What follows belongs to an exercise in optimizing a design on an open flow for small area; a production flow would make more cautious choices. Function was checked by simulation only, so behaviour that the tests miss may differ from the original. Power and IR drop assume default switching activity.

`flow/constraint.sdc`:
```
create_clock -name core_clock -period 10.0 [get_ports {CLK}]
set_input_delay 2.0000 -clock core_clock [delete_from_list [all_inputs] [get_ports {CLK}]]
set_output_delay 2.0000 -clock core_clock [all_outputs]
set_load 0.01 [all_outputs]
```
`flow/design.v`:
```
`timescale 1ns / 1ps
module lab4_2(
	input[3:0] userID, 
	input CLK, 
	input RST,
	input team,
	input [1:0] mode,
	output reg  [7:0] numPlyLP,
	output reg  [7:0] numPlyCF,
	output reg  teamWng,
	output reg capWngLP,
	output reg capWngCF,
	output reg findRes,
	output reg [3:0] listOut,
	output reg  listMode
    );
	reg [3:0] LogicPowerRam[0:4];
	reg [3:0] CengForceRam[0:4];
	integer counterLP;
	integer counterCF;
	always@(posedge CLK) begin
		if (RST) begin
			numPlyLP <= 8'd0;
			numPlyCF <= 8'd0;
			teamWng <= 1'b0;
			capWngLP <= 1'b1;
			capWngCF <= 1'b1;
			findRes <= 1'b0;
			listOut <= 4'b0000;
			listMode <= 1'b0;
			LogicPowerRam[0] <= 4'b0000;
			LogicPowerRam[1] <= 4'b0000;
			LogicPowerRam[2] <= 4'b0000;
			LogicPowerRam[3] <= 4'b0000;
			LogicPowerRam[4] <= 4'b0000;
			CengForceRam[0] <= 4'b0000;
			CengForceRam[1] <= 4'b0000;
			CengForceRam[2] <= 4'b0000;
			CengForceRam[3] <= 4'b0000;
			CengForceRam[4] <= 4'b0000;
			counterLP <= 0;
			counterCF <= 0;
		end
		else if (mode == 2'b00) begin
			counterLP <= 0;
			counterCF <= 0;
			if (team != userID[3] || userID == 4'b0000) begin
				numPlyLP <= numPlyLP;
				numPlyCF <= numPlyCF;
				teamWng <= 1'b0;
				capWngLP <= capWngLP; 
				capWngCF <= capWngCF;
				findRes <= 1'b0;
				listMode <= 1'b0;
			end
			else begin
				case (userID)
					LogicPowerRam[0]: begin
						LogicPowerRam[0] <= 4'b0000;
						numPlyLP <= numPlyLP - 1;
						numPlyCF <= numPlyCF;
						teamWng <= 1'b0;
						capWngLP <= ((numPlyLP - 1 == 0) ? 1'b1 : 1'b0); 
						capWngCF <= capWngCF;
						findRes <= 1'b0;
						listMode <= 1'b0;
					end
					LogicPowerRam[1]: begin
						LogicPowerRam[1] <= 4'b0000;
						numPlyLP <= numPlyLP - 1;
						numPlyCF <= numPlyCF;
						teamWng <= 1'b0;
						capWngLP <= ((numPlyLP - 1 == 0) ? 1'b1 : 1'b0); 
						capWngCF <= capWngCF;
						findRes <= 1'b0;
						listMode <= 1'b0;				
					end
					LogicPowerRam[2]: begin
						LogicPowerRam[2] <= 4'b0000;
						numPlyLP <= numPlyLP - 1;
						numPlyCF <= numPlyCF;
						teamWng <= 1'b0;
						capWngLP <= ((numPlyLP - 1 == 0) ? 1'b1 : 1'b0); 
						capWngCF <= capWngCF;
						findRes <= 1'b0;
						listMode <= 1'b0;				
					end
					LogicPowerRam[3]: begin
						LogicPowerRam[3] <= 4'b0000;
						numPlyLP <= numPlyLP - 1;
						numPlyCF <= numPlyCF;
						teamWng <= 1'b0;
						capWngLP <= ((numPlyLP - 1 == 0) ? 1'b1 : 1'b0); 
						capWngCF <= capWngCF;
						findRes <= 1'b0;
						listMode <= 1'b0;
					end
					LogicPowerRam[4]: begin
						LogicPowerRam[4] <= 4'b0000;
						numPlyLP <= numPlyLP - 1;
						numPlyCF <= numPlyCF;
						teamWng <= 1'b0;
						capWngLP <= ((numPlyLP - 1 == 0) ? 1'b1 : 1'b0); 
						capWngCF <= capWngCF;
						findRes <= 1'b0;
						listMode <= 1'b0;				
					end
					CengForceRam[0]: begin
						CengForceRam[0] <= 4'b0000;
						numPlyLP <= numPlyLP;
						numPlyCF <= numPlyCF - 1;
						teamWng <= 1'b0;
						capWngLP <= capWngLP;
						capWngCF <= ((numPlyCF - 1 == 0) ? 1'b1 : 1'b0); 
						findRes <= 1'b0;
						listMode <= 1'b0;
					end
					CengForceRam[1]: begin
						CengForceRam[1] <= 4'b0000;
						numPlyLP <= numPlyLP;
						numPlyCF <= numPlyCF - 1;
						teamWng <= 1'b0;
						capWngLP <= capWngLP;
						capWngCF <= ((numPlyCF - 1 == 0) ? 1'b1 : 1'b0); 
						findRes <= 1'b0;
						listMode <= 1'b0;
					end
					CengForceRam[2]: begin
						CengForceRam[2] <= 4'b0000;
						numPlyLP <= numPlyLP;
						numPlyCF <= numPlyCF - 1;
						teamWng <= 1'b0;
						capWngLP <= capWngLP;
						capWngCF <= ((numPlyCF - 1 == 0) ? 1'b1 : 1'b0); 
						findRes <= 1'b0;
						listMode <= 1'b0;
					end
					CengForceRam[3]: begin
						CengForceRam[3] <= 4'b0000;
						numPlyLP <= numPlyLP;
						numPlyCF <= numPlyCF - 1;
						teamWng <= 1'b0;
						capWngLP <= capWngLP;
						capWngCF <= ((numPlyCF - 1 == 0) ? 1'b1 : 1'b0); 
						findRes <= 1'b0;
						listMode <= 1'b0;
					end
					CengForceRam[4]: begin
						CengForceRam[4] <= 4'b0000;
						numPlyLP <= numPlyLP;
						numPlyCF <= numPlyCF - 1;
						teamWng <= 1'b0;
						capWngLP <= capWngLP;
						capWngCF <= ((numPlyCF - 1 == 0) ? 1'b1 : 1'b0); 
						findRes <= 1'b0;
						listMode <= 1'b0;
					end
				endcase
			end
		end
		else if (mode == 2'b01) begin
			counterLP <= 0;
			counterCF <= 0;
			if (userID == 4'b0000) begin
				numPlyLP <= numPlyLP;
				numPlyCF <= numPlyCF;
				teamWng <= 1'b0;
				capWngLP <= capWngLP;
				capWngCF <= capWngCF;
				findRes <= 1'b0;
				listMode <= 1'b0;
			end
			else if (team != userID[3]) begin
				numPlyLP <= numPlyLP;
				numPlyCF <= numPlyCF;
				teamWng <= 1'b1;
				capWngLP <= capWngLP;
				capWngCF <= capWngCF;
				findRes <= 1'b0;
				listMode <= 1'b0;
			end
			else begin
				if (team == 1'b0) begin
					if (numPlyLP >= 8'd5) begin
							numPlyLP <= numPlyLP;
							numPlyCF <= numPlyCF;
							teamWng <= 1'b0;
							capWngLP <= 1'b1;
							capWngCF <= capWngCF;
							findRes <= 1'b0;
							listMode <= 1'b0;			
					end
					else begin
						if (LogicPowerRam[0] == userID
						 || LogicPowerRam[1] == userID
						 || LogicPowerRam[2] == userID
						 || LogicPowerRam[3] == userID
						 || LogicPowerRam[4] == userID) begin
							numPlyLP <= numPlyLP;
							numPlyCF <= numPlyCF;
							teamWng <= 1'b0;
							capWngLP <= capWngLP;
							capWngCF <= capWngCF;
							findRes <= 1'b0;
							listMode <= 1'b0;					 
						end
						else begin
							if (LogicPowerRam[0] == 4'b0000) begin
								LogicPowerRam[0] <= userID;
								numPlyLP <= numPlyLP + 1;
								numPlyCF <= numPlyCF;
								teamWng <= 1'b0;
								capWngLP <= ((numPlyLP + 1 == 5) ? 1'b1 : 1'b0);
								capWngCF <= capWngCF;
								findRes <= 1'b0;
								listMode <= 1'b0;
							end
							else if (LogicPowerRam[1] == 4'b0000) begin
								LogicPowerRam[1] <= userID;
								numPlyLP <= numPlyLP + 1;
								numPlyCF <= numPlyCF;
								teamWng <= 1'b0;
								capWngLP <= ((numPlyLP + 1 == 5) ? 1'b1 : 1'b0);
								capWngCF <= capWngCF;
								findRes <= 1'b0;
								listMode <= 1'b0;								
							end
							else if (LogicPowerRam[2] == 4'b0000) begin
								LogicPowerRam[2] <= userID;
								numPlyLP <= numPlyLP + 1;
								numPlyCF <= numPlyCF;
								teamWng <= 1'b0;
								capWngLP <= ((numPlyLP + 1 == 5) ? 1'b1 : 1'b0);
								capWngCF <= capWngCF;
								findRes <= 1'b0;
								listMode <= 1'b0;
							end
							else if (LogicPowerRam[3] == 4'b0000) begin
								LogicPowerRam[3] <= userID;
								numPlyLP <= numPlyLP + 1;
								numPlyCF <= numPlyCF;
								teamWng <= 1'b0;
								capWngLP <= ((numPlyLP + 1 == 5) ? 1'b1 : 1'b0);
								capWngCF <= capWngCF;
								findRes <= 1'b0;
								listMode <= 1'b0;
							end
							else begin
								LogicPowerRam[4] <= userID;
								numPlyLP <= numPlyLP + 1;
								numPlyCF <= numPlyCF;
								teamWng <= 1'b0;
								capWngLP <= ((numPlyLP + 1 == 5) ? 1'b1 : 1'b0);
								capWngCF <= capWngCF;
								findRes <= 1'b0;
								listMode <= 1'b0;
							end
						end
					end	
				end
				else begin
					if (numPlyCF >= 8'd5) begin
							numPlyLP <= numPlyLP;
							numPlyCF <= numPlyCF;
							teamWng <= 1'b0;
							capWngLP <= capWngLP;
							capWngCF <= 1'b1;
							findRes <= 1'b0;
							listMode <= 1'b0;			
					end
					else begin
						if (CengForceRam[0] == userID
						 || CengForceRam[1] == userID
						 || CengForceRam[2] == userID
						 || CengForceRam[3] == userID
						 || CengForceRam[4] == userID) begin
							numPlyLP <= numPlyLP;
							numPlyCF <= numPlyCF;
							teamWng <= 1'b0;
							capWngLP <= capWngLP;
							capWngCF <= capWngCF;
							findRes <= 1'b0;
							listMode <= 1'b0;					 
						end
						else begin
							if (CengForceRam[0] == 4'b0000) begin
								CengForceRam[0] <= userID;
								numPlyLP <= numPlyLP;
								numPlyCF <= numPlyCF + 1;
								teamWng <= 1'b0;
								capWngLP <= capWngLP;
								capWngCF <= ((numPlyCF + 1 == 5) ? 1'b1 : 1'b0);
								findRes <= 1'b0;
								listMode <= 1'b0;
							end
							else if (CengForceRam[1] == 4'b0000) begin
								CengForceRam[1] <= userID;
								numPlyLP <= numPlyLP;
								numPlyCF <= numPlyCF + 1;
								teamWng <= 1'b0;
								capWngLP <= capWngLP;
								capWngCF <= ((numPlyCF + 1 == 5) ? 1'b1 : 1'b0);
								findRes <= 1'b0;
								listMode <= 1'b0;							
							end
							else if (CengForceRam[2] == 4'b0000) begin
								CengForceRam[2] <= userID;
								numPlyLP <= numPlyLP;
								numPlyCF <= numPlyCF + 1;
								teamWng <= 1'b0;
								capWngLP <= capWngLP;
								capWngCF <= ((numPlyCF + 1 == 5) ? 1'b1 : 1'b0);
								findRes <= 1'b0;
								listMode <= 1'b0;
							end
							else if (CengForceRam[3] == 4'b0000) begin
								CengForceRam[3] <= userID;
								numPlyLP <= numPlyLP;
								numPlyCF <= numPlyCF + 1;
								teamWng <= 1'b0;
								capWngLP <= capWngLP;
								capWngCF <= ((numPlyCF + 1 == 5) ? 1'b1 : 1'b0);
								findRes <= 1'b0;
								listMode <= 1'b0;
							end
							else begin
								CengForceRam[4] <= userID;
								numPlyLP <= numPlyLP;
								numPlyCF <= numPlyCF + 1;
								teamWng <= 1'b0;
								capWngLP <= capWngLP;
								capWngCF <= ((numPlyCF + 1 == 5) ? 1'b1 : 1'b0);
								findRes <= 1'b0;
								listMode <= 1'b0;
							end
						end
					end				
				end
			end
		end
		else if (mode == 2'b10) begin
			counterLP <= 0;
			counterCF <= 0;
			if (userID == LogicPowerRam[0] || userID == CengForceRam[0]
			 || userID == LogicPowerRam[1] || userID == CengForceRam[1]
			 || userID == LogicPowerRam[2] || userID == CengForceRam[2]
			 || userID == LogicPowerRam[3] || userID == CengForceRam[3]
			 || userID == LogicPowerRam[4] || userID == CengForceRam[4]) begin
				numPlyLP <= numPlyLP;
				numPlyCF <= numPlyCF;
				teamWng <= 1'b0;
				capWngLP <= capWngLP;
				capWngCF <= capWngCF;
				findRes <= 1'b1;
				listMode <= 1'b0;
			end
			else begin
				numPlyLP <= numPlyLP;
				numPlyCF <= numPlyCF;
				teamWng <= 1'b0;
				capWngLP <= capWngLP;
				capWngCF <= capWngCF;
				findRes <= 1'b0;
				listMode <= 1'b0;
			end
		end
		else begin
			if (team == 1'b0) begin
				numPlyLP <= numPlyLP;
				numPlyCF <= numPlyCF;
				teamWng <= 1'b0;
				capWngLP <= capWngLP;
				capWngCF <= capWngCF;
				findRes <= 1'b0;
				listOut <= LogicPowerRam[counterLP];
				listMode <= 1'b1;
				counterLP <= ((counterLP == 4) ? 0 : (counterLP + 1));
			end
			else begin
				numPlyLP <= numPlyLP;
				numPlyCF <= numPlyCF;
				teamWng <= 1'b0;
				capWngLP <= capWngLP;
				capWngCF <= capWngCF;
				findRes <= 1'b0;
				listOut <= CengForceRam[counterCF];
				listMode <= 1'b1;
				counterCF <= ((counterCF == 4) ? 0 : (counterCF + 1));
			end
		end
	end
endmodule
```
`flow/run.sh`:
```
#!/bin/bash
# synth_recipe.tcl (not shown) runs the flow's synth.tcl, then flattens the netlist and writes it again
# the make line also repeats each setting of config.mk as NAME=value (left out here)
make -C /OpenROAD-flow-scripts/flow DESIGN_CONFIG=/design/flow/config.mk WORK_HOME=/design/flow/orfs CLKGATE_MAP_FILE= SYNTH_SCRIPT=/design/flow/synth_recipe.tcl finish
```
`flow/config.mk`:
```
export PLATFORM = sky130hd
export DESIGN_NAME = lab4_2
export DESIGN_NICKNAME = lab4_2
export VERILOG_FILES = /design/flow/design.v
export SDC_FILE = /design/flow/constraint.sdc
export NUM_CORES = 4
export LEC_CHECK = 0
export CAP_MARGIN = 20
export CORE_MARGIN = 2
export CORE_UTILIZATION = 40
export SLEW_MARGIN = 20
```
==> metrics.cfg, run 1 <==
[outcome]
outcome=no timing/DRC/antenna violations

[route]
ant_nets=0
vias=6389
remaining_drc_errors=0
wl_mm=18.0
detail_route.iter0.violations=429
first_pass_iters=5
avgViaCountPerCell=5.49
avgRoutedWirePerCell_um=15.5

[sta]
finClkSkew_ps=5.11
setup_viol_count_final=0
maxSlewHeadroom=0.396
rsz0062_at_grt=no
final_hold_viol_count=0
fin_crit_ps=4990
tns_ps=0
min_period_over_period=0.499
slew_viol_final=0
worst_slew_pin_slew_ps=904
fmax_mhz=201

[cells_and_area]
fillers=1836
ff_latch_area_um2=2580
antenna_cells=0
layout.nets=949
area_growth_pct=14.1
drive_gt1_frac=0.0699
multi_input_area_um2=4620

[hold_path]
hold_class=reg -> reg
holdPathStages=2

[synthesis]
async_flop_share=0
yosys_warnings=3
synth-seq-cells=129
synth.largest_area_cell=dfxtp_1
synth.most_common_cell=dfxtp_1
synth-main-ff-cell=dfxtp_1
synth_cell_types=64
synth_area_leaders=dfxtp_1 34%, xor2_1 7.7%, nor2_1 6.2%
synth_cells=904
synth_top_area_frac=0.344
synthTopCellsByCount=129 x dfxtp_1, 124 x nor2_1, 66 x xor2_1
synth-seq-area-share=0.344
synth_edf_count=0
syn_area_per_cell_um2=8.31
synth_area_um2=7520

[global_route]
track_usage=0.185
grtUsageMet2=0.287
grt_max_degree=71
antenna_found_initial=0
overflow=0
grt-busiest-layer=met2
grt_pass1_wl_mm=30.0
grt_pass1_vias=5929
use_met1=0.252
grtUsageMet3=0.0401

[power_and_ir_drop]
power_density_nw_per_um2=152
pwr-share-clk=0.487
sw_frac_of_total=0.255
seqPwrFrac=0.407
p_switching_w=0.000333
power_w=0.00131
irDropWorstVdd_uv=132
power.leakage_nw=3.00
p_int_w=0.000973
pwr-share-comb=0.105

[floorplanning]
dieWidth_um=141
fp.dieH_um=141
core_area_um2=18600
initial_core_util=0.405
ios=34
num_rows=50
die_area_um2=19900

[clock_tree]
cts_hold_buf=0
numClockSinks=129
insertion_delay_ps=420
clk_path_buf_depth=2
post_cts_resized=0
cts_buffers=17
cts_tree=yes
htreeDepth=4
path_clk_slew_ps=60
post_cts_buffers=0
cts_root_buf=clkbuf_16

[worst_setup_path]
worstSetupPathType=in -> reg
worstPathBufferInverterCount=1
required_ps=10320
cp-end-kind=register
cp.arrival_ps=5300
cp.depth=8
critPathLaunchType=primary input
cpLargestDelayFamily=compound AO/OA/AOI/OAI gates
worst-r2r-cell-count=9
crit_path_top_delay_cell=clkdlybuf4s50_1
cpPeakStageDelay_ps=840
path_cells=clkdlybuf4s50_1 > xor2_1 > nor4_1 > or3_1 > o21bai_1 > a211oi_2 > a21oi_1 > o21ba_2
r2r_setup_slack_ps=6860
critPathMaxFanout=16

[placed_design]
routabilityCongestion=0.868
port_buffers=33
detailed_place_hpwl_mm=12.8

[job]
drv_cap=0

-- tightest hold or removal path, cell delays in order (launching register included) --
cell	delay [ps]
dfxtp_1	320
o21ai_0	70
a21oi_1	60
-- cell type report --
type                    instances  share of cell area
inverters                      32              0.0140
clock buffers                  19              0.0516
well taps                     234              0.0341
multi-input cells             700               0.539
repair buffers                 38              0.0423
clock inverters                12              0.0182
flip-flops and latches        129               0.301
-- routing by layer --
metal	part of all wire	vias up
met5	0	-
met1	0.49	2989
li1	-	3222
met3	0.046	23
met2	0.44	155
met4	0.017	0
-- through the flow --
| stage | hold slack [ps] | setup WS [ps] | instances | utilization | cell area (um2) |
|---|---|---|---|---|---|
| after CTS | 491 | 5030 | 1164 | 0.462 | 8580 |
| final | 489 | 5010 | 1164 | 0.462 | 8580 |
| after global placement | 474 | 4640 | 1133 | 0.429 | 7980 |
| after floorplan | 458 | 5860 | 904 | - | 7520 |
| after detailed placement | 480 | 4580 | 1133 | 0.429 | 7980 |
| after global routing | 517 | 4730 | 1164 | 0.462 | 8580 |
-- state kept, by name, indices dropped and copies added (netlist names) --
| register | cells |
|---|---|
| findRes | 1 |
| numPlyLP | 8 |
| listMode | 1 |
| counterLP | 32 |
| counterCF | 32 |
| CengForceRam | 20 |
| listOut | 4 |
| capWngCF | 1 |
| LogicPowerRam | 20 |
| numPlyCF | 8 |
| teamWng | 1 |
| capWngLP | 1 |
-- final timing paths --
check                      from             to
setup / recovery      userID[3]    numPlyCF[7]
setup reg to reg    numPlyCF[1]    numPlyCF[7]
hold reg to reg   counterCF[31]  counterCF[31]
hold / removal    counterCF[31]  counterCF[31]
-- cell usage in the layout (no fill, tap or decap), drive strengths merged, types with 34 or more instances in the layout --
cell	synthesis	final
nand3	42	42
inv	32	34
mux2i	35	35
dfxtp	129	129
a21oi	40	40
xor2	66	66
xnor2	41	41
nand2	44	44
nand2b	35	35
nor2	126	126
-- cells by family after synthesis --
family | Yosys count | synth area share
adders and majority gates | 22 | 0.0366
AOI/OAI and AO/OA | 135 | 0.119
and+or+nand+nor | 397 | 0.281
xor gates and xnor gates | 107 | 0.125
buffers and inverters | 75 | 0.0429
DFF | 129 | 0.344
muxes | 39 | 0.0526
-- power groups by stage --
stage               Clock (W)  Sequential (W)  Combinational [W]
floorplan                   0        0.000541          0.0000999
global placement            0        0.000543           0.000136
detailed placement          0        0.000543           0.000137
CTS                  0.000647        0.000532           0.000137
global route         0.000672        0.000533           0.000152
finish               0.000636        0.000532           0.000137
==> run 2, diff against run 1 <==
==> flow/design.v (replaced) <==
`timescale 1ns / 1ps
module lab4_2(
	input [3:0] userID,
	input CLK,
	input RST,
	input team,
	input [1:0] mode,
	output [7:0] numPlyLP,
	output [7:0] numPlyCF,
	output reg teamWng,
	output capWngLP,
	output capWngCF,
	output reg findRes,
	output reg [3:0] listOut,
	output reg listMode
    );
	reg [2:0] lp [0:4];
	reg [3:0] cf [0:4];
	reg [2:0] cntLP;
	reg [2:0] cntCF;
	wire m_out  = (mode == 2'd0);
	wire m_in   = (mode == 2'd1);
	wire m_find = (mode == 2'd2);
	wire m_list = (mode == 2'd3);
	wire uid_ok = |userID;
	wire tmatch = (team == userID[3]);
	wire [4:0] lpv, cfv, mlp, mcf;
	genvar i;
	generate
		for (i = 0; i < 5; i = i + 1) begin : g_slot
			assign lpv[i] = |lp[i];
			assign cfv[i] = cf[i][3];
			assign mlp[i] = ({1'b0, lp[i]} == userID);
			assign mcf[i] = (cf[i] == userID);
		end
	endgenerate
	wire anymatch = |{mlp, mcf};
	wire [4:0] ffl = {lpv[3:0] == 4'hf & ~lpv[4], lpv[2:0] == 3'h7 & ~lpv[3],
	                  lpv[1:0] == 2'h3 & ~lpv[2], lpv[0] & ~lpv[1], ~lpv[0]};
	wire [4:0] ffc = {cfv[3:0] == 4'hf & ~cfv[4], cfv[2:0] == 3'h7 & ~cfv[3],
	                  cfv[1:0] == 2'h3 & ~cfv[2], cfv[0] & ~cfv[1], ~cfv[0]};
	wire add_lp = m_in & ~team & ~userID[3] & ~anymatch;
	wire add_cf = m_in & team & userID[3] & ~anymatch;
	wire del_lp = m_out & ~team;
	wire del_cf = m_out & team;
	wire keep = m_out & tmatch & uid_ok & ~anymatch;
	integer k;
	always @(posedge CLK) begin
		for (k = 0; k < 5; k = k + 1) begin
			if (RST || (del_lp && mlp[k]))
				lp[k] <= 3'd0;
			else if (add_lp && ffl[k])
				lp[k] <= userID[2:0];
			if (RST || (del_cf && mcf[k]))
				cf[k] <= 4'd0;
			else if (add_cf && ffc[k])
				cf[k] <= userID;
		end
	end
	always @(posedge CLK) begin
		if (RST) begin
			teamWng <= 1'b0;
			findRes <= 1'b0;
			listMode <= 1'b0;
			cntLP <= 3'd0;
			cntCF <= 3'd0;
			listOut <= 4'd0;
		end else begin
			teamWng <= (keep & teamWng) | (m_in & uid_ok & ~tmatch);
			findRes <= (keep & findRes) | (m_find & anymatch);
			listMode <= (keep & listMode) | m_list;
			if (m_list) begin
				if (team) begin
					listOut <= cf[cntCF];
					cntCF <= (cntCF == 3'd4) ? 3'd0 : cntCF + 3'd1;
				end else begin
					listOut <= {1'b0, lp[cntLP]};
					cntLP <= (cntLP == 3'd4) ? 3'd0 : cntLP + 3'd1;
				end
			end else begin
				cntLP <= 3'd0;
				cntCF <= 3'd0;
			end
		end
	end
	wire [2:0] nlp = lpv[0] + lpv[1] + lpv[2] + lpv[3] + lpv[4];
	wire [2:0] ncf = cfv[0] + cfv[1] + cfv[2] + cfv[3] + cfv[4];
	assign numPlyLP = {5'd0, nlp};
	assign numPlyCF = {5'd0, ncf};
	assign capWngLP = ~|lpv | &lpv;
	assign capWngCF = ~|cfv | &cfv;
endmodule
==> run 2 against run 1 <==
Net effect: worst setup slack improved by 93 ps; clock skew up 2.3 ps; sequential share of layout area decreased by 2.7 points; non-clock buffer count decreased by 15; synthesized cell count fell by 58%; total power fell by 72%; cell area fell by 59%; largest power group is now registers; die area down 56%; area after synthesis fell by 57%; hold slack got worse by 23 ps.
==> metrics.cfg, run 2 <==
[outcome]
outcome=no timing/DRC/antenna violations

[global_route]
grt_pass1_vias=2479  ; -58%
grt_pass1_wl_mm=12.5  ; -58%
grt_max_degree=24  ; -66%
antenna_found_initial=0  ; unchanged
overflow=0  ; unchanged
track_usage=0.184  ; -0.000542

[worst_setup_path]
cp-end-kind=output port
cpPeakStageDelay_ps=660  ; -180 ps
cpLargestDelayFamily=adder cells
critPathMaxFanout=7  ; -9
cpMostUsedCell=fa_1
worstSetupPathType=reg -> out
cp.arrival_ps=2890  ; -2410 ps
crit_path_top_delay_cell=nor3_1
worstPathBufferInverterCount=2  ; +1
path_cells=nor3_1 > fa_1 > inv_1 > fa_1 > ha_1 > clkdlybuf4s50_1
required_ps=8000  ; -2320 ps
critPathLaunchType=register

[route]
avgViaCountPerCell=5.45  ; -0.73%
remaining_drc_errors=0  ; unchanged
ant_nets=0  ; unchanged
vias=2708  ; -58%
wl_mm=7.65  ; -58%
avgRoutedWirePerCell_um=15.4  ; -0.74%
first_pass_iters=4  ; -1
detail_route.iter0.violations=168  ; -61%

[sta]
fin_crit_ps=4890  ; -93.4 ps
setup_viol_count_final=0  ; unchanged
finClkSkew_ps=7.45  ; +2.35 ps
worst_slew_pin_slew_ps=1070  ; +162 ps
rsz0062_at_grt=no
maxSlewHeadroom=0.287  ; -0.109
fmax_mhz=204  ; +1.9%
slew_viol_final=0  ; unchanged
min_period_over_period=0.489  ; -0.00934
tns_ps=0  ; unchanged
final_hold_viol_count=0  ; unchanged

[floorplanning]
initial_core_util=0.415  ; +0.0103
num_rows=32  ; -36%
fp.dieH_um=93.5  ; -34%
ios=34  ; unchanged
dieWidth_um=93.5  ; -34%
core_area_um2=7730  ; -58%
die_area_um2=8750  ; -56%

[synthesis]
synth.most_common_cell=dfxtp_1
syn_area_per_cell_um2=8.37  ; +0.67%
synth_cell_types=48  ; -25%
synthTopCellsByCount=48 x dfxtp_1, 35 x nand2_1, 35 x xor2_1
synth_top_area_frac=0.300  ; -0.0438
synth.largest_area_cell=dfxtp_1
synth-seq-cells=48  ; -63%
synth-seq-area-share=0.300  ; -0.0438
synth_area_um2=3210  ; -57%
async_flop_share=0  ; unchanged
synth-main-ff-cell=dfxtp_1
yosys_warnings=3  ; unchanged
synth_area_leaders=dfxtp_1 30%, xor2_1 9.6%, mux2i_1 6.9%
synth_edf_count=0  ; unchanged
synth_cells=383  ; -58%

[clock_tree]
numClockSinks=48  ; -63%
post_cts_buffers=0  ; unchanged
clk_path_buf_depth=2  ; unchanged
cts_hold_buf=0  ; unchanged
cts_root_buf=clkbuf_8
post_cts_resized=0  ; unchanged
path_clk_slew_ps=80  ; +20 ps
insertion_delay_ps=300  ; -120 ps
cts_tree=yes
htreeDepth=2  ; -2
cts_buffers=5  ; -12

[cells_and_area]
layout.nets=424  ; -55%
final_cell_mix=48 x dfxtp_1, 35 x nand2_1, 35 x xor2_1, 33 x nor2_1, 23 x clkdlybuf4s50_1
layout.cells.most_common=dfxtp_1
top_register=cf
largest_register_ff_count=20
antenna_cells=0  ; unchanged
top_regs=cf (20), lp (15), listOut (4)
design_area_um2=3510  ; -59%
drive_gt1_frac=0.0557  ; -0.0142
area_growth_pct=9.48

[hold_path]
hold_class=reg -> reg

[placed_design]
detailed_place_hpwl_mm=5.74  ; -55%
port_buffers=23  ; -30%
routabilityCongestion=0.875  ; +0.86%
placed_area_um2=3420  ; -57%

[job]
drv_cap=0  ; unchanged

[power_and_ir_drop]
power_density_nw_per_um2=104  ; -32%
power.leakage_nw=1.45  ; -52%
irDropWorstVdd_uv=51.7  ; -61%

run 2: cell families after synthesis:
logic type / synth area share
other cells: 0.00117
flops: 0.300
fa+ha+maj: 0.0913
compound gates: 0.160
buf+inv: 0.0730
simple gates: 0.208
xor+xnor: 0.0984
mux: 0.0687
run 2: stage by stage:
stage | utilization | worst slack [ps] | power (W) | std cells | hold slack [ps]
6_report | 0.454 | 5110 | 0.000365 | 497 | 467
5_1_grt | 0.454 | 4970 | 0.000382 | 497 | 508
4_1_cts | 0.454 | 5100 | 0.000368 | 497 | 467
3_5_place_dp | 0.443 | 4970 | 0.000249 | 489 | 455
3_3_place_gp | 0.443 | 5050 | 0.000248 | 489 | 453
2_1_floorplan | - | 6140 | 0.000238 | 392 | 460
run 2: path summary, 6_finish.rpt:
kind	start	to	slack, ps	cells after the start
worst min-delay path	listOut[3]	listOut[3]	470	2
worst min register to register	listOut[3]	listOut[3]	470	2
worst max register to register	cf[2][3]	lp[2][2]	7830	6
worst max-delay path	lp[3][2]	numPlyLP[1]	5110	6
run 2: power by group:
part           leakage, nW  internal, W  switching (W)  total [W]
logic                 1.01    0.0000182      0.0000310  0.0000492
registers            0.388     0.000193     0.00000210   0.000195
clock network       0.0455    0.0000565      0.0000637   0.000120
total                 1.45     0.000268      0.0000968   0.000365
run 2: layout make-up:
| class | count | area, um2 |
|---|---|---|
| timing repair buffer | 23 | 230 |
| clock buffer | 8 | 90.1 |
| fill | 772 | 4220 |
| multi-input combinational | 301 | 2040 |
| sequential | 48 | 961 |
| inverter | 15 | 56.3 |
| tap | 102 | 128 |
run 2: tightest hold or removal path: stages, from the launching register on:
cell and delay [ps]:
dfxtp_1 320, nand2_1 50, a21oi_1 50
run 2: routing by layer:
| layer | share of wire | track usage | vias to the layer above |
|---|---|---|---|
| met1 | 0.49 | 0.271 | 1288 |
| met3 | 0.067 | 0.0363 | 5 |
| met4 | 0.0090 | 0.0417 | 0 |
| met2 | 0.43 | 0.276 | 73 |
| met5 | 0 | 0 | - |
| li1 | - | - | 1342 |
==> run 3, diff against run 2 <==
--- a/flow/design.v
+++ b/flow/design.v
@@ -44,19 +44,34 @@
 	wire del_lp = m_out & ~team;
 	wire del_cf = m_out & team;
 	wire keep = m_out & tmatch & uid_ok & ~anymatch;
+	wire [2:0] dlp = userID[2:0] & {3{add_lp & ~RST}};
+	wire [3:0] dcf = userID & {4{add_cf & ~RST}};
+	wire [4:0] wlp = {5{RST}} | (mlp & {5{del_lp}}) | (ffl & {5{add_lp}});
+	wire [4:0] wcf = {5{RST}} | (mcf & {5{del_cf}}) | (ffc & {5{add_cf}});
 	integer k;
 	always @(posedge CLK) begin
 		for (k = 0; k < 5; k = k + 1) begin
-			if (RST || (del_lp && mlp[k]))
-				lp[k] <= 3'd0;
-			else if (add_lp && ffl[k])
-				lp[k] <= userID[2:0];
-			if (RST || (del_cf && mcf[k]))
-				cf[k] <= 4'd0;
-			else if (add_cf && ffc[k])
-				cf[k] <= userID;
+			if (wlp[k])
+				lp[k] <= dlp;
+			if (wcf[k])
+				cf[k] <= dcf;
 		end
 	end
+	function [2:0] nxt;
+		input [2:0] c;
+		nxt = {c[1] & c[0], c[0], ~c[2]};
+	endfunction
+	function [3:0] pick;
+		input [2:0] c;
+		input [3:0] s0, s1, s2, s3, s4;
+		case (c)
+			3'b001: pick = s1;
+			3'b011: pick = s2;
+			3'b111: pick = s3;
+			3'b110: pick = s4;
+			default: pick = s0;
+		endcase
+	endfunction
 	always @(posedge CLK) begin
 		if (RST) begin
 			teamWng <= 1'b0;
@@ -71,11 +86,11 @@
 			listMode <= (keep & listMode) | m_list;
 			if (m_list) begin
 				if (team) begin
-					listOut <= cf[cntCF];
-					cntCF <= (cntCF == 3'd4) ? 3'd0 : cntCF + 3'd1;
+					listOut <= pick(cntCF, cf[0], cf[1], cf[2], cf[3], cf[4]);
+					cntCF <= nxt(cntCF);
 				end else begin
-					listOut <= {1'b0, lp[cntLP]};
-					cntLP <= (cntLP == 3'd4) ? 3'd0 : cntLP + 3'd1;
+					listOut <= pick(cntLP, {1'b0, lp[0]}, {1'b0, lp[1]}, {1'b0, lp[2]}, {1'b0, lp[3]}, {1'b0, lp[4]});
+					cntLP <= nxt(cntLP);
 				end
 			end else begin
 				cntLP <= 3'd0;
--- a/flow/config.mk
+++ b/flow/config.mk
@@ -8,4 +8,7 @@
 export CAP_MARGIN = 20
 export CORE_MARGIN = 2
 export CORE_UTILIZATION = 40
+export CTS_BUF_LIST = sky130_fd_sc_hd__clkbuf_8
+export CTS_CLUSTER_DIAMETER = 200
+export CTS_CLUSTER_SIZE = 50
 export SLEW_MARGIN = 20
==> run 3 against run 2 <==
Net effect: sequential share of layout area grew 11 points; clock skew grew 5.3 ps; maximum frequency fell by 3.8%; clock power about the same; still clean; utilization rose by 0.49 points; routed wire length shrank 11%; highest routed layer unchanged; synthesized cell count shrank 22%; die area is 3.7% lower; register-to-register slack got worse by 710 ps.
==> metrics.cfg, run 3 <==
[outcome]
outcome=no timing/DRC/antenna violations

[placed_design]
routabilityCongestion=0.839  ; -4.1%
placed_area_um2=3290  ; -3.8%
detailed_place_hpwl_mm=5.04  ; -12%
port_buffers=23  ; unchanged

[synthesis]
synth_area_leaders=edfxtp_1 34%, dfxtp_1 8.4%, xor2_1 7.7%
synth-seq-cells=48  ; unchanged
synth_cell_types=53  ; +10%
async_flop_share=0  ; unchanged
synth_top_area_frac=0.341  ; +0.0414
synth.largest_area_cell=edfxtp_1
synth_area_um2=3080  ; -3.9%
synth-seq-area-share=0.426  ; +0.126
synthTopCellsByCount=35 x edfxtp_1, 27 x xor2_1, 20 x nor2_1
yosys_warnings=3  ; unchanged
synth_edf_count=35  ; +35
synth_cells=300  ; -22%
synth-main-ff-cell=edfxtp_1
synth.most_common_cell=edfxtp_1
syn_area_per_cell_um2=10.3  ; +23%

[sta]
setup_viol_count_final=0  ; unchanged
worst_slew_pin_slew_ps=1010  ; -57.5 ps
tns_ps=0  ; unchanged
final_hold_viol_count=0  ; unchanged
min_period_over_period=0.509  ; +0.0196
finClkSkew_ps=12.8  ; +5.33 ps
maxSlewHeadroom=0.326  ; +0.0385
fin_crit_ps=5090  ; +196 ps
fmax_mhz=197  ; -3.8%
slew_viol_final=0  ; unchanged
rsz0062_at_grt=no

[cells_and_area]
antenna_cells=0  ; unchanged
final_cell_mix=35 x edfxtp_1, 27 x xor2_1, 23 x clkdlybuf4s50_1, 20 x nor2_1, 15 x inv_1
top_regs=cf (20), lp (15), listOut (4)
layout.cells.most_common=edfxtp_1
top_register=cf
drive_gt1_frac=0.0774  ; +0.0217
largest_register_ff_count=20  ; unchanged
fillers=713  ; -7.6%
layout.nets=329  ; -22%
design_area_um2=3380  ; -3.6%
area_growth_pct=9.83

[floorplanning]
core_area_um2=7370  ; -4.6%
fp.dieH_um=91.8  ; -1.9%
initial_core_util=0.418  ; +0.00316
dieWidth_um=91.8  ; -1.9%
die_area_um2=8420  ; -3.7%
ios=34  ; unchanged
num_rows=31  ; -3.1%

[route]
first_pass_iters=4  ; unchanged
wl_mm=6.78  ; -11%
vias=2216  ; -18%
remaining_drc_errors=0  ; unchanged
avgViaCountPerCell=5.42  ; -0.56%
detail_route.iter0.violations=161  ; -4.2%
avgRoutedWirePerCell_um=16.6  ; +7.8%
ant_nets=0  ; unchanged

[hold_path]
hp-start=listOut[2]
whs_endpoint=listOut[2]
hold_class=reg -> reg
holdPathStages=2  ; unchanged

[worst_setup_path]
critPathLaunchType=register
worstSetupPathType=reg -> out
cp.arrival_ps=3090  ; +200 ps
cp-end-kind=output port
worst-r2r-cell-count=5  ; -1
critPathMaxFanout=5  ; -2
r2r_start=cf[0][3]
rr_endpoint=lp[4][1]
required_ps=8000  ; about the same
r2r_setup_slack_ps=7120  ; -710 ps

[power_and_ir_drop]
power_density_nw_per_um2=127  ; +23%
sw_frac_of_total=0.289  ; +0.0235
power.leakage_nw=1.18  ; -18%
pwr-share-clk=0.284  ; -0.046
irDropWorstVdd_uv=54.8  ; +5.9%
p_switching_w=0.000124  ; +29%
p_int_w=0.000306  ; +14%
pwr-share-comb=0.181  ; +0.046
seqPwrFrac=0.535  ; about the same
power_w=0.000431  ; +18%

[clock_tree]
post_cts_buffers=0  ; unchanged
cts_hold_buf=0  ; unchanged
path_clk_slew_ps=100  ; +20 ps
post_cts_resized=0  ; unchanged
cts_root_buf=clkbuf_8
htreeDepth=2  ; unchanged
cts_buffers=5  ; unchanged
numClockSinks=48  ; unchanged
cts_tree=yes
clk_path_buf_depth=2  ; unchanged
insertion_delay_ps=310  ; about the same

[global_route]
grt_pass1_vias=2240  ; -9.6%
grtUsageMet2=0.254  ; -0.0215
grt_pass1_wl_mm=11.4  ; -9.4%
track_usage=0.170  ; -0.0138
grtUsageMet3=0.0329  ; -0.00339
use_met1=0.248  ; -0.0234
antenna_found_initial=0  ; unchanged
grt-busiest-layer=met2
grt_max_degree=27  ; +13%
overflow=0  ; unchanged

[job]
drv_cap=0  ; unchanged

## run 3: cell count changes after synthesis, moves of 9 or more
cell	change
dfxtp_1	-35
nand2_1	-21
nand3_1	-9
nor2_1	-13
ha_1	-10
o21ai_2	-9
edfxtp_1	+35
mux2i_1	-14
## run 3: power groups by stage
stage / combinational [W] / clock [W] / sequential [W]
after floorplan: 0.0000580 / 0 / 0.000232
after global placement: 0.0000773 / 0 / 0.000235
after detailed placement: 0.0000780 / 0 / 0.000235
after CTS: 0.0000786 / 0.000126 / 0.000230
after global routing: 0.0000876 / 0.000133 / 0.000232
final: 0.0000781 / 0.000122 / 0.000230
## run 3: critical path: stages, from the launching register on
cell             delay (ps)
edfxtp_1                470
or3_1                   520
fa_1                    550
fa_1                    440
ha_1                    280
clkdlybuf4s50_1         520
## run 3: per-stage QoR
stage          worst slack [ps]  instances  hold WS (ps)   util
2_1_floorplan              5860        309           495      -
3_3_place_gp               4820        401           462  0.446
3_5_place_dp               4740        401           475  0.446
4_1_cts                    4880        409           488  0.459
5_1_grt                    4760        409           517  0.459
6_report                   4910        409           485  0.459
## run 3: how the worst max path moves through the flow
stage / startpoint / to / slack, ps / cells after the start
2_1_floorplan: lp[0][2] / numPlyLP[1] / 5860 / 4
3_3_place_gp: userID[1] / lp[4][0] / 4820 / 6
3_5_place_dp: userID[2] / lp[4][2] / 4740 / 6
4_1_cts: lp[0][2] / numPlyLP[1] / 4880 / 5
5_1_grt: lp[0][2] / numPlyLP[1] / 4760 / 5
6_report: lp[0][2] / numPlyLP[1] / 4910 / 5
## run 3: area by class of cell
cell class / instances / area [um2] / share of cell area
Inverter: 15 / 56.3 / 0.0166
Clock inverter: 3 / 25.0 / 0.00740
Multi-Input combinational cell: 216 / 1570 / 0.463
Timing Repair Buffer: 23 / 230 / 0.0680
Tap cell: 99 / 124 / 0.0366
Clock buffer: 5 / 68.8 / 0.0203
Sequential cell: 48 / 1310 / 0.388
## run 3: per-layer routing
layer  vias up  wire [um]  share of wire
met5         -          0              0
met4         0        114          0.017
met3         8        390          0.057
met2        61       3090           0.46
met1      1059       3190           0.47
li1       1088          -              -
## run 3: cells by family (layout without fill, tap and decap cells)
logic type / count (synthesis) / after routing / synth area share
AO/OA/AOI/OAI: 60 / 60 / 0.140
XOR/XNOR: 33 / 33 / 0.0987
adder cells (fa/ha/maj): 11 / 11 / 0.0544
buffers and inverters: 45 / 46 / 0.0764
flip-flops: 48 / 48 / 0.426
multiplexers: 10 / 10 / 0.0333
other: 1 / 10 / 0.00122
AND/OR/NAND/NOR: 92 / 92 / 0.171
==> run 4, diff against run 3 <==
--- a/flow/config.mk
+++ b/flow/config.mk
@@ -8,7 +8,4 @@
 export CAP_MARGIN = 20
 export CORE_MARGIN = 2
 export CORE_UTILIZATION = 40
-export CTS_BUF_LIST = sky130_fd_sc_hd__clkbuf_8
-export CTS_CLUSTER_DIAMETER = 200
-export CTS_CLUSTER_SIZE = 50
 export SLEW_MARGIN = 20
==> run 4 against run 3 <==
Net effect: cell count is the same; clock skew is the same; die area is the same; total power is the same; routed wire length is the same; largest power group unchanged; via count is the same; largest cell class unchanged.
==> metrics.cfg, run 4 <==
[sta]
maxSlewHeadroom=0.326  ; unchanged
fin_crit_ps=5090  ; unchanged
worst_slew_pin_slew_ps=1010  ; unchanged
final_hold_viol_count=0  ; unchanged
whs_ps=485  ; unchanged
finClkSkew_ps=12.8  ; unchanged
fmax_mhz=197  ; unchanged
tns_ps=0  ; unchanged
min_period_over_period=0.509  ; unchanged
slew_viol_final=0  ; unchanged
rsz0062_at_grt=no
setup_viol_count_final=0  ; unchanged

[route]
wl_mm=6.78  ; unchanged
ant_nets=0  ; unchanged
remaining_drc_errors=0  ; unchanged
detail_route.iter0.violations=161  ; unchanged
vias=2216  ; unchanged
first_pass_iters=4  ; unchanged
avgViaCountPerCell=5.42  ; unchanged
avgRoutedWirePerCell_um=16.6  ; unchanged

[clock_tree]
path_clk_slew_ps=100  ; about the same
cts_tree=yes
cts_buffers=5  ; unchanged
numClockSinks=48  ; unchanged
post_cts_buffers=0  ; unchanged
htreeDepth=2  ; unchanged
cts_root_buf=clkbuf_8
clk_path_buf_depth=2  ; unchanged
post_cts_resized=0  ; unchanged
insertion_delay_ps=310  ; about the same
cts_hold_buf=0  ; unchanged

[worst_setup_path]
r2r_setup_slack_ps=7120  ; about the same
worstSetupPathType=reg -> out
r2r_start=cf[0][3]
worst-r2r-cell-count=5  ; unchanged
cp.arrival_ps=3090  ; about the same
required_ps=8000  ; about the same
cp-end-kind=output port
rr_endpoint=lp[4][1]
critPathLaunchType=register
critPathMaxFanout=5  ; unchanged

[synthesis]
synth.most_common_cell=edfxtp_1
syn_area_per_cell_um2=10.3  ; unchanged
synth-seq-cells=48  ; unchanged
async_flop_share=0  ; unchanged
synth_area_leaders=edfxtp_1 34%, dfxtp_1 8.4%, xor2_1 7.7%
synth.largest_area_cell=edfxtp_1
synth_edf_count=35  ; unchanged
synth_top_area_frac=0.341  ; unchanged
synth_cells=300  ; unchanged
yosys_warnings=3  ; unchanged
synth-main-ff-cell=edfxtp_1
synthTopCellsByCount=35 x edfxtp_1, 27 x xor2_1, 20 x nor2_1
synth-seq-area-share=0.426  ; unchanged
synth_area_um2=3080  ; unchanged
synth_cell_types=53  ; unchanged

[placed_design]
placed_area_um2=3290  ; unchanged
detailed_place_hpwl_mm=5.04  ; unchanged
dp.cells=401  ; unchanged
port_buffers=23  ; unchanged
routabilityCongestion=0.839  ; unchanged

[cells_and_area]
area_growth_pct=9.83  ; unchanged
postLayoutCoreUtil=0.459  ; unchanged
fin_cells=409  ; unchanged
top_regs=cf (20), lp (15), listOut (4)
final_cell_mix=35 x edfxtp_1, 27 x xor2_1, 23 x clkdlybuf4s50_1, 20 x nor2_1, 15 x inv_1
design_area_um2=3380  ; unchanged
layout.nets=329  ; unchanged
drive_gt1_frac=0.0774  ; unchanged
top_register=cf
antenna_cells=0  ; unchanged
layout.cells.most_common=edfxtp_1
largest_register_ff_count=20  ; unchanged

[job]
drv_cap=0  ; unchanged

[global_route]
grt_pass1_wl_mm=11.4  ; unchanged
overflow=0  ; unchanged
grt_max_degree=27  ; unchanged
grt_pass1_vias=2240  ; unchanged
track_usage=0.170  ; unchanged
antenna_found_initial=0  ; unchanged

[floorplanning]
fp.dieH_um=91.8  ; unchanged
initial_core_util=0.418  ; unchanged
die_area_um2=8420  ; unchanged
ios=34  ; unchanged
num_rows=31  ; unchanged
core_area_um2=7370  ; unchanged
dieWidth_um=91.8  ; unchanged

[hold_path]
hold_class=reg -> reg
holdPathStages=2  ; unchanged
hp-start=listOut[2]
whs_endpoint=listOut[2]

[power_and_ir_drop]
power.leakage_nw=1.18  ; unchanged
irDropWorstVdd_uv=54.8  ; unchanged
power_density_nw_per_um2=127  ; unchanged

[outcome]
outcome=no timing/DRC/antenna violations

run 4: cell counts in the layout (fill, tap and decap cells not counted):
Identical to the previous run, type by type.
run 4: worst max-delay path by stage:
| stage | from | endpoint | slack, ps | cells past startpoint |
|---|---|---|---|---|
| after floorplan | lp[0][2] | numPlyLP[1] | 5860 | 4 |
| after global placement | userID[1] | lp[4][0] | 4820 | 6 |
| after detailed placement | userID[2] | lp[4][2] | 4740 | 6 |
| after CTS | lp[0][2] | numPlyLP[1] | 4880 | 5 |
| after global routing | lp[0][2] | numPlyLP[1] | 4760 | 5 |
| final | lp[0][2] | numPlyLP[1] | 4910 | 5 |
run 4: stage by stage:
stage / setup WS (ps) / total power (W)
floorplan: 5860 / 0.000290
global placement: 4820 / 0.000312
detailed placement: 4740 / 0.000313
CTS: 4880 / 0.000435
global route: 4760 / 0.000453
finish: 4910 / 0.000431
run 4: power breakdown:
part / leakage [nW] / switching [W] / internal, W
combinational: 0.668 / 0.0000443 / 0.0000337
clock: 0.0452 / 0.0000713 / 0.0000511
sequential: 0.468 / 0.00000885 / 0.000221
total: 1.18 / 0.000124 / 0.000306
run 4: cells by family after synthesis:
family | after synthesis | synth area share
adder cells (fa/ha/maj) | 11 | 0.0544
buffers and inverters | 45 | 0.0764
AO/OA/AOI/OAI | 60 | 0.140
XOR/XNOR | 33 | 0.0987
other | 1 | 0.00122
flip-flops | 48 | 0.426
AND/OR/NAND/NOR | 92 | 0.171
multiplexers | 10 | 0.0333
run 4: area by class of cell:
class                   count  area [um2]
fillers                   713        3990
multi-input cells         216        1570
flip-flops and latches     48        1310
repair buffers             23         230
well taps                  99         124
clock buffers               5        68.8
inverters                  15        56.3
clock inverters             3        25.0
run 4: critical path, stage by stage (launching register included):
cell             delay, ps
edfxtp_1               470
or3_1                  520
fa_1                   550
fa_1                   440
ha_1                   280
clkdlybuf4s50_1        520
run 4: routing by layer:
layer  GRT usage  share of wire  wire length [um]  vias up
li1            -              -                 -     1088
met1       0.248           0.47              3190     1059
met2       0.254           0.46              3090       61
met3      0.0329          0.057               390        8
met4      0.0560          0.017               114        0
met5           0              0                 0        -
==> run 5, diff against run 4 <==
==> flow/flow/run.sh (new file) <==
#!/bin/bash
# Layout flow: the standard flow, with two changes:
#  - synthesis maps with an area-oriented ABC script (flow/area.abc) and
#    without full/half-adder extraction; registers are unchanged;
#  - port buffers use the smallest buffer, sky130_fd_sc_hd__buf_1.
set -euo pipefail
W=$(pwd)
cat flow/abc_wrap.tcl synth_recipe.tcl > area_synth.tcl
export AREA_ABC_SCRIPT=$W/flow/area.abc
export BUFFER_PORTS_ARGS="-buffer_cell sky130_fd_sc_hd__buf_1"
export CTS_ARGS="-sink_clustering_enable -repair_clock_nets -dont_use_dummy_load -sink_clustering_size 50 -sink_clustering_max_diameter 500 -buf_list sky130_fd_sc_hd__clkbuf_8"
bash standard.sh SYNTH_SCRIPT=$W/area_synth.tcl ADDER_MAP_FILE= finish > flow.log 2>&1
==> flow/flow/abc_wrap.tcl (new file) <==
# Run ABC with the area script in flow/area.abc instead of ORFS's speed script.
proc abc {args} {
  set i [lsearch -exact $args -script]
  if {$i >= 0} {
    set args [lreplace $args $i [expr {$i + 1}] -script $::env(AREA_ABC_SCRIPT)]
  }
  yosys abc {*}$args
}
==> flow/flow/area.abc (new file) <==
strash; dc2; dch -f; amap; topo
==> flow/standard.sh (new file) <==
#!/bin/bash
# synth_recipe.tcl (not shown) runs the flow's synth.tcl, then flattens the netlist and writes it again
# the make line also repeats each setting of config.mk as NAME=value (left out here)
make -C /OpenROAD-flow-scripts/flow DESIGN_CONFIG=/design/flow/config.mk WORK_HOME=/design/flow/orfs CLKGATE_MAP_FILE= SYNTH_SCRIPT=/design/flow/synth_recipe.tcl "${@:-finish}"
--- a/flow/config.mk
+++ b/flow/config.mk
@@ -7,5 +7,5 @@
 export LEC_CHECK = 0
 export CAP_MARGIN = 20
 export CORE_MARGIN = 2
-export CORE_UTILIZATION = 40
+export CORE_UTILIZATION = 45
 export SLEW_MARGIN = 20
removed: flow/run.sh
==> run 5 against run 4 <==
Net effect: still clean on timing, DRC and antenna; area after synthesis fell by 13%; clock power shrank 13%; utilization increased by 3.5 points; global-route usage rose by 5.3 points; synthesized cell count rose by 2.3%; first-iteration DRC count up 55%; cell area decreased by 15%; cell count is the same; clock skew up 5.1 ps; critical path type is now in -> reg; largest power group unchanged; highest routed layer unchanged.
==> metrics.cfg, run 5 <==
[hold_path]
hold_class=reg -> reg

[synthesis]
synth_cell_types=30  ; -43%
yosys_warnings=3  ; unchanged
synth-main-ff-cell=edfxtp_1
synthTopCellsByCount=49 x clkinv_1, 41 x nor2_1, 35 x edfxtp_1
synth_area_leaders=edfxtp_1 39%, dfxtp_1 9.7%, clkinv_1 6.9%
syn_area_per_cell_um2=8.74  ; -15%
synth.largest_area_cell=edfxtp_1
synth-seq-cells=48  ; unchanged
synth_area_um2=2680  ; -13%
synth_edf_count=35  ; unchanged
synth_cells=307  ; +2.3%
synth_top_area_frac=0.392  ; +0.0506
synth-seq-area-share=0.489  ; +0.0631
synth.most_common_cell=clkinv_1
async_flop_share=0  ; unchanged

[cells_and_area]
final_cell_mix=49 x clkinv_1, 41 x nor2_1, 35 x edfxtp_1, 28 x o22ai_1
largest_register_ff_count=20  ; unchanged
design_area_um2=2890  ; -15%
drive_gt1_frac=0.0150  ; -0.0624
fin_cells=409  ; unchanged
postLayoutCoreUtil=0.494  ; +0.0349
layout.nets=345  ; +4.9%
area_growth_pct=7.74
antenna_cells=0  ; unchanged
top_register=cf
top_regs=cf (20), lp (15), listOut (4)
layout.cells.most_common=clkinv_1

[placed_design]
detailed_place_hpwl_mm=5.44  ; +8.0%
port_buffers=23  ; unchanged
placed_area_um2=2820  ; -14%
dp.cells=404  ; +0.75%
routabilityCongestion=0.943  ; +12%

[floorplanning]
die_area_um2=6600  ; -22%
dieWidth_um=81.2  ; -11%
core_area_um2=5850  ; -21%
ios=34  ; unchanged
fp.dieH_um=81.2  ; -11%
num_rows=28  ; -9.7%
initial_core_util=0.459  ; +0.0405

[power_and_ir_drop]
power_density_nw_per_um2=136  ; +6.8%
irDropWorstVdd_uv=72.8  ; +33%
power.leakage_nw=0.901  ; -24%

[sta]
final_hold_viol_count=0  ; unchanged
maxSlewHeadroom=0.565  ; +0.239
fmax_mhz=189  ; -4.0%
setup_viol_count_final=0  ; unchanged
tns_ps=0  ; unchanged
rsz0062_at_grt=no
finClkSkew_ps=17.9  ; +5.14 ps
worst_slew_pin_slew_ps=648  ; -360 ps
slew_viol_final=0  ; unchanged
fin_crit_ps=5300  ; +213 ps
whs_ps=477  ; -7.85 ps
min_period_over_period=0.530  ; +0.0213

[global_route]
overflow=0  ; unchanged
grt_max_degree=17  ; -37%
grt_pass1_vias=2150  ; -4.0%
antenna_found_initial=0  ; unchanged
track_usage=0.223  ; +0.0531
grt_pass1_wl_mm=10.9  ; -4.1%

[worst_setup_path]
path_cells=buf_1 > clkinv_1 > o22ai_1 > a2111oi_0 > o21ai_0 > nand3_1 > nor3_1 > nand3_1 > nor3_1 > clkinv_1 > nor2_1 > clkinv_1 > nor2_1
required_ps=10110  ; +2110 ps
cpPeakStageDelay_ps=460  ; -90 ps
worstSetupPathType=in -> reg
crit_path_top_delay_cell=clkinv_1
critPathMaxFanout=14  ; +9
cpMostUsedCell=clkinv_1
cp-end-kind=register
critPathLaunchType=primary input
worstPathBufferInverterCount=4  ; +3
cp.arrival_ps=5410  ; +2320 ps
cpLargestDelayFamily=simple AND/OR/NAND/NOR gates

[route]
vias=2440  ; +10%
wl_mm=7.05  ; +3.9%
first_pass_iters=5  ; +1
avgRoutedWirePerCell_um=17.2  ; +3.9%
ant_nets=0  ; unchanged
remaining_drc_errors=0  ; unchanged
detail_route.iter0.violations=250  ; +55%
avgViaCountPerCell=5.97  ; +10%

[clock_tree]
clk_path_buf_depth=2  ; unchanged
numClockSinks=48  ; unchanged
cts_buffers=5  ; unchanged
cts_tree=yes
post_cts_buffers=0  ; unchanged
cts_hold_buf=0  ; unchanged
insertion_delay_ps=300  ; about the same
post_cts_resized=0  ; unchanged
htreeDepth=2  ; unchanged
cts_root_buf=clkbuf_8
path_clk_slew_ps=90  ; about the same

[job]
drv_cap=0  ; unchanged

[outcome]
outcome=no timing/DRC/antenna violations

[run 5: cell types whose count changed after synthesis, sizes merged, moves of 12 or more]
cell | before | now
clkinv | 0 | 49
inv | 15 | 0
o22ai | 3 | 28
xor2 | 29 | 0
nor2 | 20 | 41
o21ai | 9 | 21
[run 5: path summary, 6_finish.rpt]
check | startpoint | endpoint | slack, ps | cells after the start
hold / removal | listMode | listMode | 480 | 2
setup / recovery | userID[1] | cf[0][2] | 4700 | 13
setup reg to reg | cf[2][3] | cf[0][2] | 6660 | 11
hold reg to reg | listMode | listMode | 480 | 2
[run 5: kinds of logic after synthesis]
| family | count (synthesis) | synth area share |
|---|---|---|
| other | 1 | 0.00140 |
| AO/OA/AOI/OAI | 99 | 0.248 |
| buffers and inverters | 59 | 0.0965 |
| AND/OR/NAND/NOR | 100 | 0.165 |
| flip-flops | 48 | 0.489 |
[run 5: worst min-delay path: cells and delay by family (launching register included)]
kind	cells	cell delay (ps)
AO/OA/AOI/OAI	1	60
AND/OR/NAND/NOR	1	50
flip-flops	1	310
[run 5: routing by layer]
layer | vias to the layer above | wire [um] | GRT usage
met3 | 12 | 589 | 0.0633
met2 | 111 | 3100 | 0.337
met5 | - | 0 | 0
met1 | 1114 | 3260 | 0.311
li1 | 1203 | - | -
met4 | 0 | 104 | 0.0678
[run 5: metrics by stage]
step | worst slack [ps] | total power (W)
final | 4700 | 0.000393
after global routing | 4360 | 0.000412
after CTS | 4840 | 0.000395
after detailed placement | 4520 | 0.000290
after global placement | 4600 | 0.000289
after floorplan | 5710 | 0.000272
[run 5: final cells by class]
| type | instances | area (um2) |
|---|---|---|
| flip-flops and latches | 48 | 1310 |
| repair buffers | 23 | 86.3 |
| inverters | 49 | 184 |
| multi-input cells | 209 | 1150 |
| clock buffers | 5 | 68.8 |
| well taps | 75 | 93.8 |
| fillers | 561 | 2960 |
[run 5: where the power goes]
part            total, W  switching [W]  internal, W  leakage, nW
Clock           0.000106      0.0000612    0.0000453       0.0359
Combinational  0.0000581      0.0000406    0.0000175        0.395
Sequential      0.000228     0.00000710     0.000221        0.471
==> run 6, diff against run 5 <==
--- a/flow/design.v
+++ b/flow/design.v
@@ -72,6 +72,19 @@
 			default: pick = s0;
 		endcase
 	endfunction
+	always @(posedge CLK)
+		if (RST | m_list)
+			listOut <= lsel & {4{~RST}};
+	wire [2:0] cl = cntLP, cc = cntCF;
+	wire [4:0] sl = {cl[2] & ~cl[0], cl[2] & cl[0], ~cl[2] & cl[1], cl[0] & ~cl[1], ~cl[0] & ~cl[1]} & {5{~team}};
+	wire [4:0] sc = {cc[2] & ~cc[0], cc[2] & cc[0], ~cc[2] & cc[1], cc[0] & ~cc[1], ~cc[0] & ~cc[1]} & {5{team}};
+	reg [3:0] lsel;
+	integer j;
+	always @(*) begin
+		lsel = 4'd0;
+		for (j = 0; j < 5; j = j + 1)
+			lsel = lsel | ({1'b0, lp[j]} & {4{sl[j]}}) | (cf[j] & {4{sc[j]}});
+	end
 	always @(posedge CLK) begin
 		if (RST) begin
 			teamWng <= 1'b0;
@@ -79,17 +92,14 @@
 			listMode <= 1'b0;
 			cntLP <= 3'd0;
 			cntCF <= 3'd0;
-			listOut <= 4'd0;
 		end else begin
 			teamWng <= (keep & teamWng) | (m_in & uid_ok & ~tmatch);
 			findRes <= (keep & findRes) | (m_find & anymatch);
 			listMode <= (keep & listMode) | m_list;
 			if (m_list) begin
 				if (team) begin
-					listOut <= pick(cntCF, cf[0], cf[1], cf[2], cf[3], cf[4]);
 					cntCF <= nxt(cntCF);
 				end else begin
-					listOut <= pick(cntLP, {1'b0, lp[0]}, {1'b0, lp[1]}, {1'b0, lp[2]}, {1'b0, lp[3]}, {1'b0, lp[4]});
 					cntLP <= nxt(cntLP);
 				end
 			end else begin
==> flow/flow/run.sh (replaced) <==
#!/bin/bash
# Layout flow: the standard flow, with two changes:
#  - synthesis maps with the area-oriented ABC scripts flow/area*.abc, keeps
#    the smallest result, and runs
#    without full/half-adder extraction; registers are unchanged;
#  - port buffers use the smallest buffer, sky130_fd_sc_hd__buf_1.
set -euo pipefail
W=$(pwd)
cat flow/abc_wrap.tcl synth_recipe.tcl > area_synth.tcl
export AREA_ABC_SCRIPTS="$W/flow/area1.abc $W/flow/area2.abc $W/flow/area3.abc $W/flow/area4.abc"
export BUFFER_PORTS_ARGS="-buffer_cell sky130_fd_sc_hd__buf_1"
export CTS_ARGS="-sink_clustering_enable -repair_clock_nets -dont_use_dummy_load -sink_clustering_size 50 -sink_clustering_max_diameter 500 -buf_list sky130_fd_sc_hd__clkbuf_8"
bash standard.sh SYNTH_SCRIPT=$W/area_synth.tcl ADDER_MAP_FILE= finish > flow.log 2>&1
==> flow/flow/abc_wrap.tcl (replaced) <==
# Map with each ABC script in AREA_ABC_SCRIPTS in place of ORFS's speed
# script, and keep the mapping with the smallest cell area.
proc abc {args} {
  set i [lsearch -exact $args -script]
  set lib [lindex $args [expr {[lsearch -exact $args -liberty] + 1}]]
  set best_area 1e18
  yosys design -save pre_abc
  foreach s $::env(AREA_ABC_SCRIPTS) {
    yosys design -load pre_abc
    yosys abc {*}[lreplace $args $i [expr {$i + 1}] -script $s]
    set st [tee -q -s result.string stat -liberty $lib]
    regexp {Chip area for module [^:]*: ([0-9.]+)} $st -> area
    puts "ABC script $s: area $area"
    if {$area < $best_area} {
      set best_area $area
      yosys design -save best_abc
    }
  }
  yosys design -load best_abc
}
==> flow/flow/area1.abc (new file) <==
strash; dc2; dch -f; amap; topo
==> flow/flow/area2.abc (new file) <==
strash; dc2; dch -f; amap -F 5 -A 5; topo
==> flow/flow/area3.abc (new file) <==
strash; &get -n; &deepsyn -T 60; &put; dc2; dch -f; amap; topo
==> flow/flow/area4.abc (new file) <==
strash; &get -n; &deepsyn -T 20; &put; dch -f; amap; topo
removed: flow/flow/area.abc
==> run 6 against run 5 <==
Net effect: total power fell by 0.75%; global-route usage down 0.10 points; register-to-register slack about the same; critical path type unchanged.
==> metrics.cfg, run 6 <==
[floorplanning]
num_rows=27  ; -3.6%
ios=34  ; unchanged
dieWidth_um=80.0  ; -1.5%
die_area_um2=6400  ; -2.9%
core_area_um2=5540  ; -5.3%
initial_core_util=0.469  ; +0.0108
fp.dieH_um=80.0  ; -1.5%

[sta]
setup_viol_count_final=0  ; unchanged
final_hold_viol_count=0  ; unchanged
rsz0062_at_grt=no
fmax_mhz=184  ; -2.7%
min_period_over_period=0.545  ; +0.0146
fin_crit_ps=5450  ; +146 ps
finClkSkew_ps=12.3  ; -5.60 ps
tns_ps=0  ; unchanged
worst_slew_pin_slew_ps=918  ; +270 ps
whs_ps=459  ; -18.0 ps
maxSlewHeadroom=0.382  ; -0.183
slew_viol_final=0  ; unchanged

[synthesis]
synth.most_common_cell=nor2_1
synth_area_um2=2600  ; -3.1%
synth-main-ff-cell=edfxtp_1
synth_cells=281  ; -8.5%
synth-seq-area-share=0.520  ; +0.0309
synth_cell_types=29  ; -3.3%
synthTopCellsByCount=40 x nor2_1, 39 x edfxtp_1, 26 x clkinv_1, 26 x nand2_1, 24 x o21ai_0
synth_area_leaders=edfxtp_1 45%, dfxtp_1 6.9%, nor2_1 5.8%
synth_edf_count=39  ; +11%
syn_area_per_cell_um2=9.25  ; +5.9%
synth.largest_area_cell=edfxtp_1
yosys_warnings=3  ; unchanged
async_flop_share=0  ; unchanged
synth-seq-cells=48  ; unchanged
synth_top_area_frac=0.450  ; +0.0586

[route]
remaining_drc_errors=0  ; unchanged
avgRoutedWirePerCell_um=17.3  ; +0.68%
avgViaCountPerCell=5.97  ; about the same
detail_route.iter0.violations=216  ; -14%
ant_nets=0  ; unchanged
vias=2269  ; -7.0%
wl_mm=6.59  ; -6.5%
first_pass_iters=5  ; unchanged

[placed_design]
detailed_place_hpwl_mm=5.21  ; -4.3%
routabilityCongestion=0.978  ; +3.7%
port_buffers=23  ; unchanged

[global_route]
antenna_found_initial=0  ; unchanged
overflow=0  ; unchanged
grt_pass1_vias=2080  ; -3.3%
track_usage=0.222  ; -0.00102
grt_pass1_wl_mm=10.7  ; -1.8%
grt_max_degree=23  ; +6

[clock_tree]
cts_root_buf=clkbuf_8
post_cts_resized=0  ; unchanged
clk_path_buf_depth=2  ; unchanged
cts_tree=yes
numClockSinks=48  ; unchanged
insertion_delay_ps=300  ; about the same
htreeDepth=2  ; unchanged
cts_hold_buf=0  ; unchanged
post_cts_buffers=0  ; unchanged
cts_buffers=5  ; unchanged
path_clk_slew_ps=80  ; about the same

[power_and_ir_drop]
power_w=0.000390  ; -0.75%
power.leakage_nw=0.889  ; -1.4%
irDropWorstVdd_uv=64.8  ; -11%
power_density_nw_per_um2=139  ; +2.3%

[worst_setup_path]
critPathMaxFanout=11  ; -3
required_ps=10090  ; -20 ps
cp-end-kind=register
rr_endpoint=cf[0][2]
cp.arrival_ps=5540  ; +130 ps
worst-r2r-cell-count=11  ; unchanged
critPathLaunchType=primary input
r2r_setup_slack_ps=6670  ; about the same
r2r_start=cf[4][3]
worstSetupPathType=in -> reg

[cells_and_area]
postLayoutCoreUtil=0.506  ; +0.0121
top_regs=cf (20), lp (15), listOut (4)
final_cell_mix=40 x nor2_1, 39 x edfxtp_1, 26 x nand2_1, 26 x clkinv_1, 24 x o21ai_0
drive_gt1_frac=0.0162  ; +0.00126
largest_register_ff_count=20  ; unchanged
top_register=cf
layout.cells.most_common=nor2_1
area_growth_pct=7.84  ; about the same
antenna_cells=0  ; unchanged
layout.nets=319  ; -7.5%
fillers=532  ; -5.2%

[hold_path]
whs_endpoint=teamWng
hp-start=teamWng
hold_class=reg -> reg
holdPathStages=2  ; unchanged

[job]
drv_cap=0  ; unchanged

[outcome]
outcome=no timing/DRC/antenna violations

run 6: changes by cell type after synthesis, sizes merged, moves of 4 or more:
cell / change
a21oi: +8
o221ai: -6
clkinv: -23
dfxtp: -4
a222oi: +6
o22ai: -20
nor3: +5
edfxtp: +4
run 6: worst max-delay path: stages:
cell and delay [ps]:
buf_1 410, clkinv_1 480, o22ai_1 300, or4_1 150
nand3_1 90, nor4_1 500, nand3_1 170, nor3_1 430
clkinv_1 210, nor2_1 310, clkinv_1 200, nor2_1 280
run 6: worst max-delay path by stage:
stage / start / endpoint / depth (start not counted)
finish: userID[3] / cf[0][2] / 12
global route: userID[3] / cf[0][2] / 12
CTS: userID[3] / cf[0][2] / 12
detailed placement: userID[3] / cf[2][2] / 12
global placement: userID[3] / cf[1][2] / 12
floorplan: userID[0] / cf[0][0] / 11
run 6: report_power, final:
| part | leakage, nW | internal [W] | switching, W |
|---|---|---|---|
| sequential | 0.476 | 0.000225 | 0.00000796 |
| clock | 0.0359 | 0.0000451 | 0.0000576 |
| combinational | 0.377 | 0.0000165 | 0.0000381 |
| total | 0.889 | 0.000286 | 0.000104 |
run 6: kinds of logic after synthesis:
logic type	Yosys count	synth area share
AND/OR/NAND/NOR	105	0.178
other	1	0.00144
AO/OA/AOI/OAI	91	0.234
buffers and inverters	36	0.0664
flip-flops	48	0.520
run 6: metrics by stage:
step / cells / instance area, um2 / setup slack (ps)
after CTS: 380 / 2800 / 4590
after detailed placement: 375 / 2740 / 4280
after global routing: 380 / 2800 / 4230
final: 380 / 2800 / 4550
after global placement: 375 / 2740 / 4440
after floorplan: 290 / 2630 / 5550
run 6: cell type report:
type | count | area (um2) | share of cell area
clock buffers | 5 | 68.8 | 0.0245
inverters | 26 | 97.6 | 0.0348
multi-input cells | 206 | 1110 | 0.396
flip-flops and latches | 48 | 1350 | 0.482
well taps | 72 | 90.1 | 0.0321
repair buffers | 23 | 86.3 | 0.0308
run 6: layer usage:
layer / vias up / part of all wire / wire length [um] / global-route usage
met5: - / 0 / 0 / 0
met4: 0 / 0.012 / 81 / 0.0508
met3: 11 / 0.063 / 413 / 0.0373
li1: 1126 / - / - / -
met2: 87 / 0.47 / 3130 / 0.363
met1: 1045 / 0.45 / 2970 / 0.310

## separate check: timing with driven ports
Ports are ideal in the flow. The routed layouts listed here were re-timed in OpenROAD. Step 1 sets driving cells, clkbuf_16 on the clock port and buf_2 on the other inputs (assumed; they add their load-dependent delay and slew). Step 2 times the ports against the registers' clock, not the clock port: input delays grow and output delays shrink by t, the midpoint of the rising clock arrivals with the driver on. Slacks: no drivers / after step 1 / after step 2; pairs: no drivers / after step 1.
| run | t, ns | setup slack, ns | latest minus earliest clock arrival (ns) | worst register clock-pin slew, ns |
|---|---|---|---|---|
| run 1 | 0.466 | 5.014 / 5.017 / 4.551 | 0.007 / 0.007 | 0.06 / 0.06 |
| run 2 | 0.330 | 5.108 / 5.078 / 5.038 | 0.007 / 0.008 | 0.09 / 0.09 |
| run 3 | 0.333 | 4.912 / 4.881 / 4.705 | 0.013 / 0.012 | 0.10 / 0.10 |
| run 4 | 0.333 | 4.912 / 4.881 / 4.705 | 0.013 / 0.012 | 0.10 / 0.10 |
| run 5 | 0.326 | 4.699 / 4.690 / 4.364 | 0.018 / 0.018 | 0.09 / 0.09 |
| run 6 | 0.319 | 4.553 / 4.554 / 4.235 | 0.013 / 0.012 | 0.08 / 0.08 |
After both steps every run listed still meets setup and hold. For run 1, which loses most, drivers alone change the setup slack by +0.003 ns; drivers and shift together by -0.463 ns.
